Background: an optimization exercise with open tools, aiming at small area and a short achievable clock period. Do not read the settings as production practice.
The RTL was checked by simulation tests, not by an equivalence proof against the original design.
The clock input has no modelled driver; a real chip could not lean on it and would need a root buffer or a full tree.

Setup of juniper:
==> flow/design.v <==
module top_module (
    input         pclk,
    input         presetn,
    input         psel,
    input         penable,
    input         pwrite,
    input  [31:0] paddr,
    input  [31:0] pwdata,
    output [31:0] prdata,
    output        pready,
    output        irq,
    input  [31:0] aux_in,
    input  [31:0] pad_in,
    output [31:0] pad_out,
    output [31:0] pad_oe
);
    reg  [31:0] r_in, r_out, r_oe, r_inte, r_ptrig, r_aux, r_eclk, r_nec;
    reg  [1:0]  r_ctrl;
    reg         v_out, v_inte, v_ptrig, v_aux, v_eclk, v_nec;
    reg         r_irq;
    reg  [31:0] r_pad_out;
    reg  [31:0] r_prdata;
    wire        aligned = (paddr[31:6] == 26'd0) && (paddr[1:0] == 2'd0);
    wire [3:0]  a = paddr[5:2];
    wire        wsetup = psel && !penable && pwrite && aligned;
    reg we_out, we_oe, we_inte, we_ptrig, we_aux, we_ctrl, we_eclk, we_nec;
    always @(posedge pclk or negedge presetn) begin
        if (!presetn) begin
            {we_out, we_oe, we_inte, we_ptrig, we_aux, we_ctrl, we_eclk, we_nec} <= 8'd0;
        end else begin
            we_out   <= wsetup && (a == 4'd1);
            we_oe    <= wsetup && (a == 4'd2);
            we_inte  <= wsetup && (a == 4'd3);
            we_ptrig <= wsetup && (a == 4'd4);
            we_aux   <= wsetup && (a == 4'd5);
            we_ctrl  <= wsetup && (a == 4'd6);
            we_eclk  <= wsetup && (a == 4'd8);
            we_nec   <= wsetup && (a == 4'd9);
        end
    end
    reg hold_oe;
    reg hold_out, hold_inte, hold_ptrig, hold_aux, hold_eclk, hold_nec;
    always @(posedge pclk or negedge presetn) begin
        if (!presetn) begin
            hold_oe <= 1'b0;
            {hold_out, hold_inte, hold_ptrig, hold_aux, hold_eclk, hold_nec} <= 6'd0;
        end else begin
            hold_oe    <= !(wsetup && (a == 4'd2));
            hold_out   <= !(wsetup && (a == 4'd1)) && (v_out   || we_out);
            hold_inte  <= !(wsetup && (a == 4'd3)) && (v_inte  || we_inte);
            hold_ptrig <= !(wsetup && (a == 4'd4)) && (v_ptrig || we_ptrig);
            hold_aux   <= !(wsetup && (a == 4'd5)) && (v_aux   || we_aux);
            hold_eclk  <= !(wsetup && (a == 4'd8)) && (v_eclk  || we_eclk);
            hold_nec   <= !(wsetup && (a == 4'd9)) && (v_nec   || we_nec);
        end
    end
    wire [31:0] out_nx   = ({32{we_out}}   & pwdata) | ({32{hold_out}}   & r_out);
    wire [31:0] inte_nx  = ({32{we_inte}}  & pwdata) | ({32{hold_inte}}  & r_inte);
    wire [31:0] ptrig_nx = ({32{we_ptrig}} & pwdata) | ({32{hold_ptrig}} & r_ptrig);
    wire [31:0] aux_nx   = ({32{we_aux}}   & pwdata) | ({32{hold_aux}}   & r_aux);
    wire [31:0] eclk_nx  = ({32{we_eclk}}  & pwdata) | ({32{hold_eclk}}  & r_eclk);
    wire [31:0] nec_nx   = ({32{we_nec}}   & pwdata) | ({32{hold_nec}}   & r_nec);
    wire [31:0] pad_nx  = (aux_nx & aux_in) | (~aux_nx & out_nx);
    wire [31:0] pad_val = (r_oe & r_pad_out) | (~r_oe & pad_in);
    wire [31:0] ints_raw = r_inte & (r_in ^ r_ptrig);
    wire [1:0]  ctrl_nx = we_ctrl ? pwdata[1:0]
                                  : {r_ctrl[1] | (r_ctrl[0] & r_irq), r_ctrl[0]};
    reg  [31:0] rd_nx;
    always @(*) begin
        rd_nx = 32'd0;
        if (aligned) begin
            case (a)
                4'd0: rd_nx = pad_val;
                4'd1: rd_nx = v_out   ? r_out   : 32'd0;
                4'd2: rd_nx = r_oe;
                4'd3: rd_nx = v_inte  ? r_inte  : 32'd0;
                4'd4: rd_nx = v_ptrig ? r_ptrig : 32'd0;
                4'd5: rd_nx = v_aux   ? r_aux   : 32'd0;
                4'd6: rd_nx = {30'd0, ctrl_nx};
                4'd7: rd_nx = v_inte  ? ints_raw : 32'd0;
                4'd8: rd_nx = v_eclk  ? r_eclk  : 32'd0;
                4'd9: rd_nx = v_nec   ? r_nec   : 32'd0;
                default: rd_nx = 32'd0;
            endcase
        end
    end
    always @(posedge pclk or negedge presetn) begin
        if (!presetn) begin
            r_oe      <= 32'd0;
            r_ctrl    <= 2'd0;
            v_out     <= 1'b0;
            v_inte    <= 1'b0;
            v_ptrig   <= 1'b0;
            v_aux     <= 1'b0;
            v_eclk    <= 1'b0;
            v_nec     <= 1'b0;
            r_irq     <= 1'b0;
            r_pad_out <= 32'd0;
        end else begin
            r_oe      <= ({32{we_oe}} & pwdata) | ({32{hold_oe}} & r_oe);
            r_ctrl    <= ctrl_nx;
            if (we_out)   v_out   <= 1'b1;
            if (we_inte)  v_inte  <= 1'b1;
            if (we_ptrig) v_ptrig <= 1'b1;
            if (we_aux)   v_aux   <= 1'b1;
            if (we_eclk)  v_eclk  <= 1'b1;
            if (we_nec)   v_nec   <= 1'b1;
            r_irq     <= v_inte && (|ints_raw);
            r_pad_out <= pad_nx;
        end
    end
    always @(posedge pclk) begin
        r_in    <= pad_val;
        r_out   <= out_nx;
        r_inte  <= inte_nx;
        r_ptrig <= ptrig_nx;
        r_aux   <= aux_nx;
        r_eclk  <= eclk_nx;
        r_nec   <= nec_nx;
        r_prdata <= presetn ? rd_nx : 32'd0;
    end
    assign prdata  = r_prdata;
    assign pready  = 1'b1;
    assign irq     = r_irq;
    assign pad_out = r_pad_out;
    assign pad_oe  = r_oe;
endmodule
Settings: LEC_CHECK=0, CAP_MARGIN=20, CORE_MARGIN=2, CORE_UTILIZATION=40, SETUP_SLACK_MARGIN=2.4, SLEW_MARGIN=20; clock period 4.5 ns.
standard.sh (not shown) runs the stock make flow with config.mk's settings and CLKGATE_MAP_FILE= SYNTH_SCRIPT=/design/flow/synth_recipe.tcl, a recipe that flattens the netlist after the stock synthesis.
==> flow/flow/run.sh <==
#!/bin/bash
# Standard layout with two changes: the port buffers are buf_1 cells instead
# of the resizer's default choice, and the clock tree is the two-level tree
# that clock_tree.tcl builds (run by the CTS step in place of
# clock_tree_synthesis). Each tool's output is in the ORFS logs under orfs/,
# and make's own output in standard.log.
set -euo pipefail
export BUFFER_PORTS_ARGS="-buffer_cell sky130_fd_sc_hd__buf_1"
export PRE_CTS_TCL="$PWD/flow/clock_tree.tcl"
export CLOCK_TREE_PORT=pclk
export CLOCK_TREE_TOP_COLS=2 CLOCK_TREE_TOP_ROWS=2
export CLOCK_TREE_LEAF_COLS=2 CLOCK_TREE_LEAF_ROWS=2
bash standard.sh > standard.log 2>&1
Other scripts of this flow, unchanged in this note and not shown: flow/flow/clock_tree.tcl
### juniper -> yarrow
Settings: SETUP_SLACK_MARGIN changed from 2.4 to 2.5.
[summary]
yarrow finished all stages; the layout is clean. Comparing juniper and yarrow, the higher final net count is on yarrow. In the reports for juniper and yarrow, the larger layout overhead on the synthesized area belongs to yarrow. On number of vias per cell: yarrow sits above juniper.
In every run of this note, the design's own scripts or RTL, not TritonCTS, make the clock network.

re-timing with driven ports:
The flow's constraints put no driver on any port. The routed layouts listed below were extracted and timed again, unchanged, in two steps.
Step 1, drivers: a clkbuf_16 drives pclk and a buf_2 each remaining input, both assumed.
Step 2 times the ports against the registers' clock, not the clock port: input delays grow and output delays shrink by t, the midpoint of the rising clock arrivals with the driver on.
Slacks: ideal ports / drivers / drivers and shift; pairs: ideal ports / drivers.
run | t (ns) | setup WS [ns] | hold slack, ns | slew at the worst register clock pin (ns) | worst data-port slew with drivers (ns)
juniper | 0.421 | 2.439 / 2.484 / 2.063 | 0.482 / 0.482 / 0.482 | 0.09 / 0.09 | 0.08
yarrow | 0.416 | 2.352 / 2.389 / 1.973 | 0.484 / 0.484 / 0.484 | 0.09 / 0.09 | 0.06
After both steps setup and hold are still met in every run listed. For yarrow, which loses most, drivers alone change the setup slack by +0.037 ns; drivers and shift together by -0.379 ns.
